Background: an optimization exercise with open tools, aiming at small area and a short achievable clock period. Do not read the settings as production practice. At most, simulation tests tie the RTL to the original design; equivalence was not proved.

Design notch_filter_q15, start of the top module:
module notch_filter_q15 (
    input logic clk,
    input logic reset,
    input logic signed [15:0] x_in,
    output logic signed [15:0] y_out,
    input logic signed [15:0] b0,
    input logic signed [15:0] b1,
    input logic signed [15:0] b2,
    input logic signed [15:0] a1,
    input logic signed [15:0] a2
);
    logic signed [31:0] w1, w2;
    logic [31:0] w0;
    logic [3:0] y4;
    logic [3:0] yq;
    wire n162;
    wire n163;
    wire n164;
    wire n165;
    wire n166;
    wire n167;
    wire n168;
    wire n169;
    wire n170;
    wire n171;
    wire n172;
    wire n173;
    wire n174;
    wire n175;
    wire n176;
    wire n177;
    wire n178;
    wire n179;
    wire n180;
    wire n181;
    wire n182;
    wire n183;
    wire n184;
    wire n185;
    wire n186;
    wire n187;
    wire n188;
    wire n189;
    wire n190;
    wire n191;
    wire n192;
    wire n193;
    wire n194;
    wire n195;
    wire n196;
    wire n197;
    wire n198;
    wire n199;
    wire n200;
    wire n201;
    wire n202;
    wire n203;
    wire n204;
    wire n205;
    wire n206;
    wire n207;
    wire n208;
    wire n209;
    wire n210;
    wire n211;
    wire n212;
    wire n213;
    wire n214;
    wire n215;
    wire n216;
    wire n217;
    wire n218;
    wire n219;
    wire n220;
    wire n221;
    wire n222;
    wire n223;
    wire n224;
    wire n225;
    wire n226;
    wire n227;
    wire n228;
    wire n229;
    wire n230;
    wire n231;
    wire n232;
    wire n233;
    wire n234;
    wire n235;
    wire n236;
    wire n237;
    wire n238;
    wire n239;
    wire n240;
    wire n241;
    wire n242;
    wire n243;
    wire n244;
    wire n245;
    wire n246;
    wire n247;
    wire n248;
    wire n249;
    wire n250;
    wire n251;
    wire n252;
    wire n253;
    wire n254;
    wire n255;
    wire n256;
    wire n257;
    wire n258;
    wire n259;
    wire n260;
    wire n261;
    wire n262;
    wire n263;
    wire n264;
    wire n265;
    wire n266;
    wire n267;
    wire n268;
    wire n269;
    wire n270;
    wire n271;
    wire n272;
    wire n273;
    wire n274;
    wire n275;
    wire n276;
    wire n277;
    wire n278;
    wire n279;
    wire n280;
    wire n281;
    wire n282;
    wire n283;
    wire n284;
    wire n285;
    wire n286;
    wire n287;
    wire n288;
    wire n289;
    wire n290;
    wire n291;
  ...
Settings: LEC_CHECK=0, ABC_AREA=1, CAP_MARGIN=20, CORE_MARGIN=2, CORE_UTILIZATION=45, CTS_BUF_LIST=sky130_fd_sc_hd__clkbuf_4 sky130_fd_sc_hd__clkbuf_8, SLEW_MARGIN=20, SYNTH_HIERARCHICAL=1, SYNTH_MINIMUM_KEEP_SIZE=0; clock period 20.5 ns.
standard.sh (not shown) runs the stock make flow with config.mk's settings and CLKGATE_MAP_FILE= SYNTH_SCRIPT=/design/flow/synth_recipe.tcl, a recipe that flattens the netlist after the stock synthesis.
==> flow/flow/run.sh <==
#!/bin/bash
# The standard layout (standard.sh), with two changes to how it is made:
#  - every input and output port still gets its own buffer, but a plain
#    buf_1 (the resizer upsizes it where timing needs it) instead of the
#    clkdlybuf4s50_1 that buffer_ports picks by default;
#  - timing repair aims at a setup margin of 6 ns.
# Clock period, constraints and the synthesis are the standard flow's own.
export BUFFER_PORTS_ARGS="-buffer_cell sky130_fd_sc_hd__buf_1"
export SETUP_SLACK_MARGIN=6
bash standard.sh > standard.log 2>&1
The first run produced a clean layout.
Edit:
--- a/flow/flow/run.sh
+++ b/flow/flow/run.sh
@@ -6 +6 @@
-#  - timing repair aims at a setup margin of 6 ns.
+#  - timing repair aims at a setup margin of 7 ns.
@@ -9 +9 @@
-export SETUP_SLACK_MARGIN=6
+export SETUP_SLACK_MARGIN=7
- CORE_UTILIZATION: 45 -> 55
The changed run completed without violations; synthesized cell count is unchanged; setup slack gains 370 ps; flip-flop and latch count is unchanged; cell count went down by 0.92%; clock skew went down by 3.6 ps; sequential share of layout area is lower by 0.23 points; synthesized area is unchanged.
Edit:
--- a/flow/flow/run.sh
+++ b/flow/flow/run.sh
@@ -6 +6 @@
-#  - timing repair aims at a setup margin of 7 ns.
+#  - timing repair aims at a setup margin of 6.5 ns.
@@ -9 +9 @@
-export SETUP_SLACK_MARGIN=7
+export SETUP_SLACK_MARGIN=6.5
Hold slack is better by 16 ps.
Worst setup slack is worse by 150 ps.
Clock skew decreases by 8.3 ps.
Count of clock-buffer cells in the layout is unchanged.
Die area stays the same.
Final area decreases by 3.6%.
Synthesized area is unchanged.
Edit:
--- a/flow/flow/run.sh
+++ b/flow/flow/run.sh
@@ -6 +6 @@
-#  - timing repair aims at a setup margin of 6.5 ns.
+#  - timing repair aims at a setup margin of 7.5 ns.
@@ -9 +9 @@
-export SETUP_SLACK_MARGIN=6.5
+export SETUP_SLACK_MARGIN=7.5
Result:
- The new run passed the timing, DRC and antenna checks
- via count came out higher by about 0.44%
- critical path depth shrinks by 3
- first-iteration DRC count drops by 11%
Edit:
--- a/flow/flow/run.sh
+++ b/flow/flow/run.sh
@@ -6 +6 @@
-#  - timing repair aims at a setup margin of 7.5 ns.
+#  - timing repair aims at a setup margin of 5 ns.
@@ -9 +9 @@
-export SETUP_SLACK_MARGIN=7.5
+export SETUP_SLACK_MARGIN=5
After rerunning: The changed run finished with timing, DRC and antenna clean; clock skew shrinks by 16 ps; global-route usage decreases by 0.64 points; wire length decreases by 4.0%; final area goes down by 7.5%; critical path depth went down by 3; setup slack degrades by 1500 ps.

---

Another version of the RTL of notch_filter_q15 (not shown whole).
Size: ~44000 um2 of cells after synthesis.
clock: 20.5 ns
lec_check: 0
abc_area: 1
cap_margin: 20
core_margin: 2
core_utilization: 55
cts_buf_list: sky130_fd_sc_hd__clkbuf_4 sky130_fd_sc_hd__clkbuf_8
slew_margin: 20
synth_hierarchical: 1
synth_minimum_keep_size: 0
==> flow/flow/run.sh <==
#!/bin/bash
# The standard layout (standard.sh), with two changes to how it is made:
#  - every input and output port still gets its own buffer, but a plain
#    buf_1 (the resizer upsizes it where timing needs it) instead of the
#    clkdlybuf4s50_1 that buffer_ports picks by default;
#  - timing repair aims at a setup margin of 5 ns.
# Clock period, constraints and the synthesis are the standard flow's own.
export BUFFER_PORTS_ARGS="-buffer_cell sky130_fd_sc_hd__buf_1"
export SETUP_SLACK_MARGIN=5
bash standard.sh > standard.log 2>&1
Rerun with:
--- a/flow/flow/run.sh
+++ b/flow/flow/run.sh
@@ -9,2 +9,3 @@
 export SETUP_SLACK_MARGIN=5
+export REMOVE_ABC_BUFFERS=1
 bash standard.sh > standard.log 2>&1
The new run went through all stages and came out clean.
Register-to-register slack improves by 0.10 ns.
Core utilization is higher by 0.59 points.
Final cell count climbs by 0.47%.
Global-route usage came out lower by 0.71 points.
Setup slack got worse by 0.072 ns.
First-iteration DRC count decreases by 2.4%.
Die area does not change.
Worst hold slack stays flat.
Wire length decreases by 1.0%.

---

## run A
notch_filter_q15, a different RTL version from the one above (not shown whole).
For scale: roughly 68 flip-flops, roughly 110 I/O pins, roughly 44000 um^2 of cells after synthesis.
clock: 20.5 ns
lec_check: 0
abc_area: 1
cap_margin: 20
core_margin: 2
core_utilization: 60
place_density: 0.75
setup_slack_margin: 5
slew_margin: 20
synth_hierarchical: 1
synth_minimum_keep_size: 0
run.sh (not shown) runs the stock make flow with config.mk's settings and CLKGATE_MAP_FILE= SYNTH_SCRIPT=/design/flow/synth_recipe.tcl, a recipe that flattens the netlist after the stock synthesis.
Stock flow here: none of the scripts above is used.
#### Input delta (run B over run A)
diff --git a/flow/config.mk b/flow/config.mk
--- a/flow/config.mk
+++ b/flow/config.mk
@@ -9,6 +9,5 @@
 export CAP_MARGIN = 20
 export CORE_MARGIN = 2
-export CORE_UTILIZATION = 60
-export PLACE_DENSITY = 0.75
+export CORE_UTILIZATION = 55
 export SETUP_SLACK_MARGIN = 5
 export SLEW_MARGIN = 20
[compare] base=run A new=run B: time the final worst path needs with I/O delays and setup climbed 48 ps; part of the cycle the worst path needs climbed 0.24 points; post-placement cell area climbed 0.32%; final cell count climbed 1.5%; routed wire length climbed 4.9%.
## Diff of input files: run C against run B
diff --git a/flow/config.mk b/flow/config.mk
--- a/flow/config.mk
+++ b/flow/config.mk
@@ -9,5 +9,5 @@
 export CAP_MARGIN = 20
 export CORE_MARGIN = 2
-export CORE_UTILIZATION = 55
+export CORE_UTILIZATION = 40
 export SETUP_SLACK_MARGIN = 5
 export SLEW_MARGIN = 20
Notes after the runs:
In the reports for run C and run B, the larger antenna cell count belongs to run B.
Setup slack: run C and run B compared, higher one is run C
Cell count: run C higher than run B
Total track usage was higher in the run labelled run B.
Function was not checked in any run of this note: the RTL went through the layout flow alone.

---

Another version of the RTL of notch_filter_q15 (not shown whole).
Size: roughly 5,000 cells after synthesis, about 68 flip-flops, about 44,000 µm² of cells after synthesis.
export LEC_CHECK = 0
export ABC_AREA = 1
export CAP_MARGIN = 20
export CORE_MARGIN = 2
export CORE_UTILIZATION = 40
export SLEW_MARGIN = 20
export SYNTH_HIERARCHICAL = 1
export SYNTH_MINIMUM_KEEP_SIZE = 0
create_clock -name core_clock -period 20.5 [get_ports {clk}]
Next try:
Settings changed: SETUP_SLACK_MARGIN from default to 5.
The changed run went through all stages and came out clean.
Critical path depth stays the same.
Cell area increases slightly.
Sequential share of layout area hardly moves.
Wire length grows slightly.
Maximum frequency goes up by about a fifth.
Area after synthesis is unchanged.
No functional check of the RTL was part of any run of this note.

---

## the reference run
notch_filter_q15, a different RTL version from the one above (not shown whole).
For scale: ~4800 cells after synthesis, about 68 flip-flops, about 110 I/O pins, roughly 44000 sq um of cells after synthesis.
Settings: LEC_CHECK=0, ABC_AREA=1, CAP_MARGIN=20, CORE_MARGIN=2, CORE_UTILIZATION=40, SETUP_SLACK_MARGIN=5, SLEW_MARGIN=20, SYNTH_HIERARCHICAL=1, SYNTH_MINIMUM_KEEP_SIZE=0; clock period 20.5 ns.
> inputs changed (the reference run -> the trial run)
==> flow/flow/run.sh (new file) <==
#!/bin/bash
export SETUP_SLACK_MARGIN=${NF_SETUP_MARGIN:-8}
bash standard.sh > standard.log 2>&1
==> flow/standard.sh (new file) <==
#!/bin/bash
# synth_recipe.tcl (not shown) runs the flow's synth.tcl, then flattens the netlist and writes it again
# the make line also repeats each setting of config.mk as NAME=value (left out here)
make -C /OpenROAD-flow-scripts/flow DESIGN_CONFIG=/design/flow/config.mk WORK_HOME=/design/flow/orfs CLKGATE_MAP_FILE= SYNTH_SCRIPT=/design/flow/synth_recipe.tcl "${@:-finish}"
--- a/flow/config.mk
+++ b/flow/config.mk
@@ -10,5 +10,4 @@
 export CORE_MARGIN = 2
 export CORE_UTILIZATION = 40
-export SETUP_SLACK_MARGIN = 5
 export SLEW_MARGIN = 20
 export SYNTH_HIERARCHICAL = 1
removed: flow/run.sh
--- outcome ---
Looking at final cell count across the reference run and the trial run, the one that comes out higher is the trial run.
Cmp the reference run and the trial run / layout overhead on the synthesized area / higher: the trial run
Share of the cycle needed by the critical path after routing down 2.6 points in the trial run wrt the reference run
Measured against the reference run, the count of buffers not belonging to the clock network in the layout of the trial run comes out at 1.3 times the reference value.

---

notch_filter_q15 with an RTL version that a note above also has.
Size: roughly 5000 cells after synthesis, ~68 flip-flops, ~45000 µm² of cells after synthesis.
export LEC_CHECK = 0
export ABC_AREA = 1
export CAP_MARGIN = 20
export CORE_MARGIN = 2
export CORE_UTILIZATION = 65
export CTS_BUF_LIST = sky130_fd_sc_hd__clkbuf_4 sky130_fd_sc_hd__clkbuf_8
export SLEW_MARGIN = 20
export SYNTH_HIERARCHICAL = 1
export SYNTH_MINIMUM_KEEP_SIZE = 0
create_clock -name core_clock -period 20.5 [get_ports {clk}]
standard.sh (not shown) runs the stock make flow with config.mk's settings and CLKGATE_MAP_FILE= SYNTH_SCRIPT=/design/flow/synth_recipe.tcl, a recipe that flattens the netlist after the stock synthesis.
==> flow/flow/run.sh <==
#!/bin/bash
# The standard layout (standard.sh), with two changes to how it is made:
#  - every input and output port still gets its own buffer, but a plain
#    buf_1 (the resizer upsizes it where timing needs it) instead of the
#    clkdlybuf4s50_1 that buffer_ports picks by default;
#  - timing repair aims at a setup margin of 6 ns.
# Clock period, constraints and the synthesis are the standard flow's own.
export BUFFER_PORTS_ARGS="-buffer_cell sky130_fd_sc_hd__buf_1"
export SETUP_SLACK_MARGIN=6
bash standard.sh > standard.log 2>&1
The first run went through all stages and came out clean.
Then changed:
- CORE_UTILIZATION: 65 -> 55
The changed run completed with no timing, DRC or antenna violations.
Area after synthesis stays the same.
Global-route usage shrinks by 5.4 points.
Clock skew shrinks by 6.7 ps.
Design area grows slightly.
Then changed:
--- a/flow/flow/run.sh
+++ b/flow/flow/run.sh
@@ -6 +6 @@
-#  - timing repair aims at a setup margin of 6 ns.
+#  - timing repair aims at a setup margin of 5.5 ns.
@@ -9 +9 @@
-export SETUP_SLACK_MARGIN=6
+export SETUP_SLACK_MARGIN=5.5
- wire length stays flat
- clock-buffer cell count stays the same
- final area is lower by 0.86%
- die area stays the same
- hold slack barely changes
- utilization drops by 0.50 points
- setup slack is worse by 450 ps

port drivers added, routing unchanged:
In the flow no input, the clock included, has a driving cell. The finished layouts below were timed again as built, in two steps. Step 1: set_driving_cell puts a clkbuf_16 on clk and a buf_2 on each other input, an assumption about the parent block. Step 2 also shifts input and output timing later by t, the mid clock arrival at the registers, as if the neighbouring blocks saw the same clock. a / b / c = ideal / step 1 / step 2; a / b = the first two.
run | shift t [ns] | slack for setup (ns) | worst hold slack (ns) | latest minus earliest clock arrival (ns) | cell pins on the clock port's net
the first run of note 1 | 0.410 | 6.478 / 6.383 / 5.972 | 0.377 / 0.377 / 0.377 | 0.024 / 0.023 | 1
the second run of note 1 | 0.412 | 6.848 / 6.866 / 6.454 | 0.365 / 0.365 / 0.365 | 0.020 / 0.020 | 1
the third run of note 1 | 0.420 | 6.698 / 6.683 / 6.263 | 0.381 / 0.381 / 0.381 | 0.012 / 0.012 | 1
the fourth run of note 1 | 0.433 | 7.000 / 7.000 / 6.567 | 0.380 / 0.380 / 0.380 | 0.027 / 0.027 | 1
the fifth run of note 1 | 0.418 | 5.490 / 5.494 / 5.076 | 0.380 / 0.380 / 0.380 | 0.011 / 0.012 | 1
the first run of note 2 | 0.434 | 5.605 / 5.619 / 5.185 | 0.382 / 0.382 / 0.382 | 0.027 / 0.027 | 1
the second run of note 2 | 0.395 | 5.533 / 5.535 / 5.140 | 0.380 / 0.380 / 0.380 | 0.025 / 0.024 | 1
run A | 0.399 | 5.481 / 5.510 / 5.110 | 0.376 / 0.376 / 0.376 | 0.015 / 0.015 | 1
run B | 0.428 | 5.433 / 5.465 / 5.037 | 0.358 / 0.358 / 0.358 | 0.022 / 0.022 | 1
run C | 0.406 | 5.520 / 5.553 / 5.147 | 0.374 / 0.374 / 0.374 | 0.027 / 0.028 | 1
the first run of note 4 | 0.409 | 3.143 / 3.175 / 2.766 | 0.375 / 0.375 / 0.375 | 0.018 / 0.018 | 1
the second run of note 4 | 0.406 | 5.584 / 5.572 / 5.166 | 0.377 / 0.377 / 0.377 | 0.017 / 0.017 | 1
the reference run | 0.377 | 5.392 / 5.385 / 5.008 | 0.378 / 0.378 / 0.378 | 0.017 / 0.016 | 1
the trial run | 0.382 | 5.918 / 5.900 / 5.518 | 0.373 / 0.373 / 0.373 | 0.018 / 0.018 | 1
the first run of note 6 | 0.407 | 6.329 / 6.292 / 5.884 | 0.389 / 0.389 / 0.389 | 0.019 / 0.019 | 1
the second run of note 6 | 0.422 | 6.552 / 6.560 / 6.137 | 0.378 / 0.378 / 0.378 | 0.013 / 0.013 | 1
the third run of note 6 | 0.416 | 6.099 / 6.053 / 5.637 | 0.379 / 0.379 / 0.379 | 0.012 / 0.013 | 1
After both steps every run listed still meets setup and hold. The setup slack of the first run of note 1, which loses most, moves by -0.095 ns with the drivers and by -0.506 ns with both steps.
